This design comes from an exercise in tuning for small area on the open sky130 flow, not from production work.
RTL that was checked went through simulation tests only; none was proved equivalent to the original.
Power and IR drop assume default switching activity.

raven:
## menu
module menu(CLOCK_50, LEDG, LEDR, KEY, SW, HEX0, HEX1, HEX2, HEX3, HEX4, HEX5, HEX6, HEX7, reset);
clock: 25.0 ns
lec_check: 0
abc_area: 1
cap_margin: 20
core_margin: 2
core_utilization: 40
cts_cluster_diameter: 150
cts_cluster_size: 22
gpl_timing_driven: 0
slew_margin: 20
standard.sh (not shown) runs the stock make flow with config.mk's settings and CLKGATE_MAP_FILE= SYNTH_SCRIPT=/design/flow/synth_recipe.tcl, a recipe that flattens the netlist after the stock synthesis.
==> flow/flow/run.sh <==
#!/bin/bash
# The standard layout, except: after the standard synthesis the combinational
# logic is re-mapped for area (OpenROAD restructure) and gates left sized up
# are put back to drive 1 (the resizer sizes up again where slew or load needs
# it); the port buffers use the smallest buffer cell.
set -e
here=$(pwd)
export BUFFER_PORTS_ARGS="-buffer_cell sky130_fd_sc_hd__buf_1"
bash standard.sh synth > standard_synth.log 2>&1
res=$(dirname $(ls orfs/results/*/*/*/1_synth.odb))
lib=$here/restructure_lib.lib
python3 flow/libfilter.py $FLOW_HOME/platforms/sky130hd/lib/sky130_fd_sc_hd__tt_025C_1v80.lib $lib > libfilter.log 2>&1
mkdir -p restructure_work
sed -e "s#@LIB@#$lib#g" -e "s#@ODB@#$here/$res/1_synth.odb#g" -e "s#@SDC@#$here/$res/1_synth.sdc#g" \
    -e "s#@WORK@#$here/restructure_work#g" flow/restructure.tcl > restructure_run.tcl
openroad -no_init -exit restructure_run.tcl > restructure.log 2>&1
sed -e "s#@ODB@#$here/$res/1_synth.odb#" flow/downsize.tcl > downsize_run.tcl
openroad -no_init -exit downsize_run.tcl > downsize.log 2>&1
bash standard.sh > standard.log 2>&1
Other scripts of this flow, unchanged in this note and not shown: flow/flow/downsize.tcl, flow/flow/libfilter.py, flow/flow/restructure.tcl
raven did not stop at any stage, and its layout met the timing, DRC and antenna checks.
Input-level comparison between violet and raven:
Settings: changing CORE_UTILIZATION from 40 to 60.
Notes after the runs:
The minimum clock period of violet falls short of that of raven by 200 ps.
Relative to raven, maximum ir drop on the vdd rail has gone up in violet.
Post-layout worst setup margin ends up higher on violet.
Per the comparison of violet with raven, worst hold slack picked up an extra 3.8 ps; number of clock buffers in the layout now larger.
What ember does differently from violet at the input level:
Settings: swapping 60 for 40 in CORE_UTILIZATION; clearing GPL_TIMING_DRIVEN, which used to be 0.
### Flow results
ember: post-route non-filler standard cell count is about 8% higher than what violet reported.
Looking at number of ordinary and repair buffers in the finished layout, ember sits about 12% above violet.
Looking only at total power consumption of the routed design, and setting everything else aside, the lower value of ember and violet goes to violet.
As of ember, length in cells of the worst reg-to-reg path had risen by a few percent compared to violet.
Delay of the slowest cell on the worst path was lower in the run labelled ember.
Summary of ember over violet: overall routed net length saw an increase; overall via count from detail_route went down.
Relative to violet, the final critical-path share of the clock period of ember is lower by 3.2 points.
Summary of the comparison: share of total power consumed by net switching is higher in ember, relative to violet.
Between ember and violet, the fraction of area in registers is higher for violet.


Starting RTL as in the previous note.
export LEC_CHECK = 0
export ABC_AREA = 1
export CAP_MARGIN = 5
export CORE_MARGIN = 2
export CORE_UTILIZATION = 40
export CTS_CLUSTER_DIAMETER = 150
export CTS_CLUSTER_SIZE = 22
export SLEW_MARGIN = 5
create_clock -name core_clock -period 25.0 [get_ports {CLOCK_50}]
==> flow/flow/downsize.tcl <==
# Swap every combinational cell of drive strength 2 or more for its drive-1
# version (same pins); flip-flops and clock buffers are left as they are.
read_db @ODB@
set db [ord::get_db]
set block [[$db getChip] getBlock]
set n 0
foreach inst [$block getInsts] {
  set name [[$inst getMaster] getName]
  if {[regexp {^(sky130_fd_sc_hd__[a-z0-9]+)_([0-9]+)$} $name -> base drive]} {
    if {$drive <= 1 || [string match "*df*" $base] || [string match "*clkbuf*" $base] || [string match "*dl*" $base]} { continue }
    set m [$db findMaster "${base}_1"]
    if {$m == "NULL" || $m == ""} { continue }
    $inst swapMaster $m
    incr n
  }
}
puts "downsized $n cells"
write_db @ODB@
==> flow/flow/libfilter.py <==
#!/usr/bin/env python3
# Copy a liberty file without the cells that the platform marks don't-use
# (sky130hd: the lpflow_* cells and the probe cells), so that restructure's
# ABC mapping can not pick them.
import re, sys
src, dst = sys.argv[1], sys.argv[2]
text = open(src).read()
out = []
pos = 0
for m in re.finditer(r'\n\s*cell\s*\(\s*"?([A-Za-z0-9_]+)"?\s*\)\s*\{', text):
    if m.start() < pos:
        continue
    name = m.group(1)
    # find the end of this cell group by brace matching
    depth = 0
    i = m.end() - 1
    while True:
        c = text[i]
        if c == '{':
            depth += 1
        elif c == '}':
            depth -= 1
            if depth == 0:
                break
        i += 1
    if re.search(r'lpflow_|probe_p_|probec_p_', name):
        out.append(text[pos:m.start()])
        pos = i + 1
out.append(text[pos:])
open(dst, 'w').write(''.join(out))
==> flow/flow/restructure.tcl <==
# Re-map the combinational logic of the synthesized netlist for area with
# OpenROAD's restructure (ABC); flip-flops and ports are not touched.
read_liberty @LIB@
read_db @ODB@
read_sdc @SDC@
restructure -liberty_file @LIB@ -target area \
  -tielo_port sky130_fd_sc_hd__conb_1/LO -tiehi_port sky130_fd_sc_hd__conb_1/HI \
  -work_dir @WORK@
write_db @ODB@
Scripts as last shown in full above: flow/flow/run.sh
The starting point ran to the end with no violations.
Change:
==> flow/flow/restructure.tcl (replaced) <==
# Re-map the combinational logic of the synthesized netlist for area with
# OpenROAD's restructure (ABC); flip-flops and ports are not touched.
# Then remove the buffers it leaves.
read_liberty @LIB@
read_db @ODB@
read_sdc @SDC@
restructure -liberty_file @LIB@ -target area \
  -tielo_port sky130_fd_sc_hd__conb_1/LO -tiehi_port sky130_fd_sc_hd__conb_1/HI \
  -work_dir @WORK@
# drop the buffers ABC left; repair_design adds back what slew and load need
remove_buffers
write_db @ODB@
--- a/flow/config.mk
+++ b/flow/config.mk
@@ -7,8 +7,8 @@
 export LEC_CHECK = 0
 export ABC_AREA = 1
-export CAP_MARGIN = 5
+export CAP_MARGIN = 20
 export CORE_MARGIN = 2
 export CORE_UTILIZATION = 40
 export CTS_CLUSTER_DIAMETER = 150
 export CTS_CLUSTER_SIZE = 22
-export SLEW_MARGIN = 5
+export SLEW_MARGIN = 20
- total power hardly moves
- clock power hardly moves
- first-iteration DRC count is higher by a little under a tenth
- wire length rises slightly
- count of clock-buffer cells in the layout does not change
- core utilization is unchanged
- synthesized area is unchanged
- sequential share of layout area stays the same
- design area does not change


Another version of the RTL of menu (not shown whole).
Size: about 2900 cells after synthesis, about 320 flip-flops, roughly 110 I/O pins, ~20000 um^2 of cells after synthesis.
clock: 25.0 ns
lec_check: 0
abc_area: 1
cap_margin: 20
core_margin: 2
core_utilization: 40
cts_cluster_diameter: 150
cts_cluster_size: 22
slew_margin: 20
==> flow/flow/run.sh <==
#!/bin/bash
# The standard layout, except that the port buffers use the smallest buffer cell.
set -e
export BUFFER_PORTS_ARGS="-buffer_cell sky130_fd_sc_hd__buf_1"
bash standard.sh > standard.log 2>&1
The starting point ran to the end with no violations.
Rerun with:
==> flow/run.sh (new file) <==
#!/bin/bash
# synth_recipe.tcl (not shown) runs the flow's synth.tcl, then flattens the netlist and writes it again
# the make line also repeats each setting of config.mk as NAME=value (left out here)
make -C /OpenROAD-flow-scripts/flow DESIGN_CONFIG=/design/flow/config.mk WORK_HOME=/design/flow/orfs CLKGATE_MAP_FILE= SYNTH_SCRIPT=/design/flow/synth_recipe.tcl finish
CORE_UTILIZATION = 70   (was 40)
CTS_CLUSTER_SIZE = 30   (was 22)
removed: flow/flow/run.sh
removed: flow/standard.sh
Count of clock-buffer cells in the layout goes down by 4; register-to-register slack is better by 0.07 ns; via count climbs by about 5%; sequential power barely changes; critical path depth goes down by 1; worst setup slack improved by 0.0050 ns; die area shrinks by about 40%.
Rerun with:
CORE_UTILIZATION = 40   (was 70)
CTS_BUF_LIST = sky130_fd_sc_hd__clkbuf_4   (was unset)
CTS_CLUSTER_DIAMETER = unset   (was 150)
CTS_CLUSTER_SIZE = unset   (was 30)
Final area went up by 5.5%.
Total power went up by 26%.
Sequential share of layout area went down by 1.5 points.
Die area went up by 73%.
First-iteration DRC count went down by 23%.
Worst setup slack improves by 0.025 ns.
Combinational power barely changes.
Critical path depth went down by 6.
Rerun with:
CTS_BUF_LIST = unset   (was sky130_fd_sc_hd__clkbuf_4)
CTS_CLUSTER_DIAMETER = 150   (was unset)
CTS_CLUSTER_SIZE = 22   (was unset)
After rerunning:
- worst setup slack is worse by 0.24 ns
- routed wire length goes down by 1.6%
- register-to-register slack is better by 0.06 ns
- synthesized cell count stays the same
- final cell count goes down by 3.7%
No run of this note included a check of the RTL's function; only the layout flow was run.


build 50:
Starting RTL as in the previous note.
make LEC_CHECK=0 ABC_AREA=1 CAP_MARGIN=20 CORE_MARGIN=2 CORE_UTILIZATION=40 SLEW_MARGIN=20 finish   # period 25.0 ns
run.sh (not shown) runs the stock make flow with config.mk's settings and CLKGATE_MAP_FILE= SYNTH_SCRIPT=/design/flow/synth_recipe.tcl, a recipe that flattens the netlist after the stock synthesis.
Stock flow here: none of the scripts above is used.
Build 50 did not stop at any stage, and its layout met the timing, DRC and antenna checks.
Setup changes, build 50 to build 87
Settings: setting CTS_CLUSTER_SIZE to 26 for the first time; setting CTS_CLUSTER_DIAMETER to 100 for the first time.
--- outcome ---
Per the final summary, build 87 finished and its layout is clean on timing, DRC and antenna.
Looking at fraction of power consumed by the clock network across build 50 and build 87, the one that comes out lower is build 87.
The heaviest power group comes out clock in one run and sequential cells in the other, namely in build 50 and build 87 respectively.
Looking only at power, and setting everything else aside, the higher value of build 50 and build 87 goes to build 50.
Compare build 50 and build 87 | fill cell instance count of the final layout higher: build 87
The setup slack of build 87 is smaller than that of build 50.
Build 87 ends up with a global-route usage that is 0.46 points lower than in build 50.
Per the comparison of build 87 with build 50, post-route cell area now sits lower, global-route wire length before repair now sits lower.
For build 57, these inputs were changed with respect to build 87:
Settings: CTS_CLUSTER_DIAMETER now 150, was 100; CTS_CLUSTER_SIZE now 22, was 26.
==> flow/flow/run.sh (new file) <==
#!/bin/bash
# The standard layout, except: the port buffers use the smallest buffer cell,
# the clock tree gets no dummy loads, and gates off the critical paths are
# downsized after global routing.
set -e
export BUFFER_PORTS_ARGS="-buffer_cell sky130_fd_sc_hd__buf_1"
export CTS_ARGS="-sink_clustering_enable -repair_clock_nets -sink_clustering_size 22 -sink_clustering_max_diameter 150 -dont_use_dummy_load"
export RECOVER_POWER=100
bash standard.sh > standard.log 2>&1
==> flow/standard.sh (new file) <==
#!/bin/bash
# synth_recipe.tcl (not shown) runs the flow's synth.tcl, then flattens the netlist and writes it again
# the make line also repeats each setting of config.mk as NAME=value (left out here)
make -C /OpenROAD-flow-scripts/flow DESIGN_CONFIG=/design/flow/config.mk WORK_HOME=/design/flow/orfs CLKGATE_MAP_FILE= SYNTH_SCRIPT=/design/flow/synth_recipe.tcl "${@:-finish}"
removed: flow/run.sh
--- outcome ---
- Layout checks on build 57: not met. Flow itself completed; violations: capacitance limit, slew limit.
- Looking at the reports, build 87 completed the entire flow and the layout it produced met the timing, DRC and antenna checks.
- Proportion of power drawn by the clock network: build 57 lower than build 87
- Build 57 -> build 87: instance count after placement with tap cells included flat
- Changes observed in build 57 relative to build 87: layout-stage area growth over the synthesis result down 3.7 points; number of fill cells grew by 0.83%; final worst setup slack shrank by 3230 ps; final cell count shows no meaningful change.
--- input diff build 57..build 31 ---
==> flow/flow/run.sh <==
#!/bin/bash
# The standard layout, except: the port buffers use the smallest buffer cell,
# and the gates that synthesis sized up are put back to their smallest size
# before floorplanning (the resizer sizes up again where slew or load needs it).
set -e
here=$(pwd)
export BUFFER_PORTS_ARGS="-buffer_cell sky130_fd_sc_hd__buf_1"
bash standard.sh synth > standard_synth.log 2>&1
odb=$(ls orfs/results/*/*/*/1_synth.odb)
sed -e "s#@ODB@#$here/$odb#" flow/downsize.tcl > downsize_run.tcl
openroad -no_init -exit downsize_run.tcl > downsize.log 2>&1
bash standard.sh > standard.log 2>&1
==> flow/flow/downsize.tcl (new file) <==
# Swap every combinational cell of drive strength 2 or more for its drive-1
# version (same pins); flip-flops and clock buffers are left as they are.
read_db @ODB@
set db [ord::get_db]
set block [[$db getChip] getBlock]
set n 0
foreach inst [$block getInsts] {
  set name [[$inst getMaster] getName]
  if {[regexp {^(sky130_fd_sc_hd__[a-z0-9]+)_([0-9]+)$} $name -> base drive]} {
    if {$drive <= 1 || [string match "*df*" $base] || [string match "*clkbuf*" $base] || [string match "*dl*" $base]} { continue }
    set m [$db findMaster "${base}_1"]
    if {$m == "NULL" || $m == ""} { continue }
    $inst swapMaster $m
    incr n
  }
}
puts "downsized $n cells"
write_db @ODB@
==> comparison <==
No stage failed in build 31, and the final checks on the layout all came back clean. In build 31 the shortest period the worst path allows turned out 3240 ps lower than in build 57. Changes observed in build 31 relative to build 57: total non-filler cell area in the finished layout shows a reduction of about 1.3%; final cell count stayed essentially flat.
No run of this note included a check of the RTL's function; only the layout flow was run.

-- afterwards: timing with drivers on the ports --
The results above use ideal ports. As a check the final layouts listed here were re-extracted and re-timed, cells and wires unchanged.
Step 1 sets driving cells, clkbuf_16 on the clock port and buf_2 on the other inputs (assumed; they add their load-dependent delay and slew).
Step 2 adds t to the input delays and takes it off the output delays; t is the mean of the earliest and latest rising clock arrival at the registers after step 1. Input paths then give back, and output paths get back, about the clock's delay inside the block.
Slacks: no drivers / after step 1 / after step 2; pairs: no drivers / after step 1.
run | t, ns | slack for setup (ns) | worst setup path at the end | clock arrival spread, ns
raven | 0.558 | 14.421 / 14.421 / 14.421 | register to register | 0.024 / 0.024
violet | 0.558 | 14.622 / 14.622 / 14.622 | register to register | 0.017 / 0.017
ember | 0.572 | 15.433 / 15.433 / 15.433 | register to register | 0.020 / 0.020
the first run of note 2 | 0.572 | 15.433 / 15.433 / 15.433 | register to register | 0.020 / 0.020
the second run of note 2 | 0.573 | 15.292 / 15.292 / 15.292 | register to register | 0.022 / 0.021
the first run of note 3 | 0.593 | 18.167 / 18.202 / 17.609 | input to register | 0.029 / 0.029
the second run of note 3 | 0.569 | 18.172 / 18.197 / 17.629 | input to register | 0.042 / 0.041
the third run of note 3 | 0.870 | 18.197 / 18.147 / 17.367 | input to register | 0.068 / 0.068
the fourth run of note 3 | 0.592 | 17.953 / 17.989 / 17.397 | input to register | 0.042 / 0.042
build 50 | 0.615 | 17.977 / 18.012 / 17.397 | input to register | 0.033 / 0.033
build 87 | 0.587 | 17.961 / 17.997 / 17.410 | input to register | 0.038 / 0.037
build 57 | 0.584 | 14.729 / 14.766 / 14.182 | input to register | 0.045 / 0.045
build 31 | 0.594 | 17.968 / 18.003 / 17.409 | input to register | 0.028 / 0.028
For the third run of note 3, which loses most, drivers alone change the setup slack by -0.050 ns; drivers and shift together by -0.830 ns.
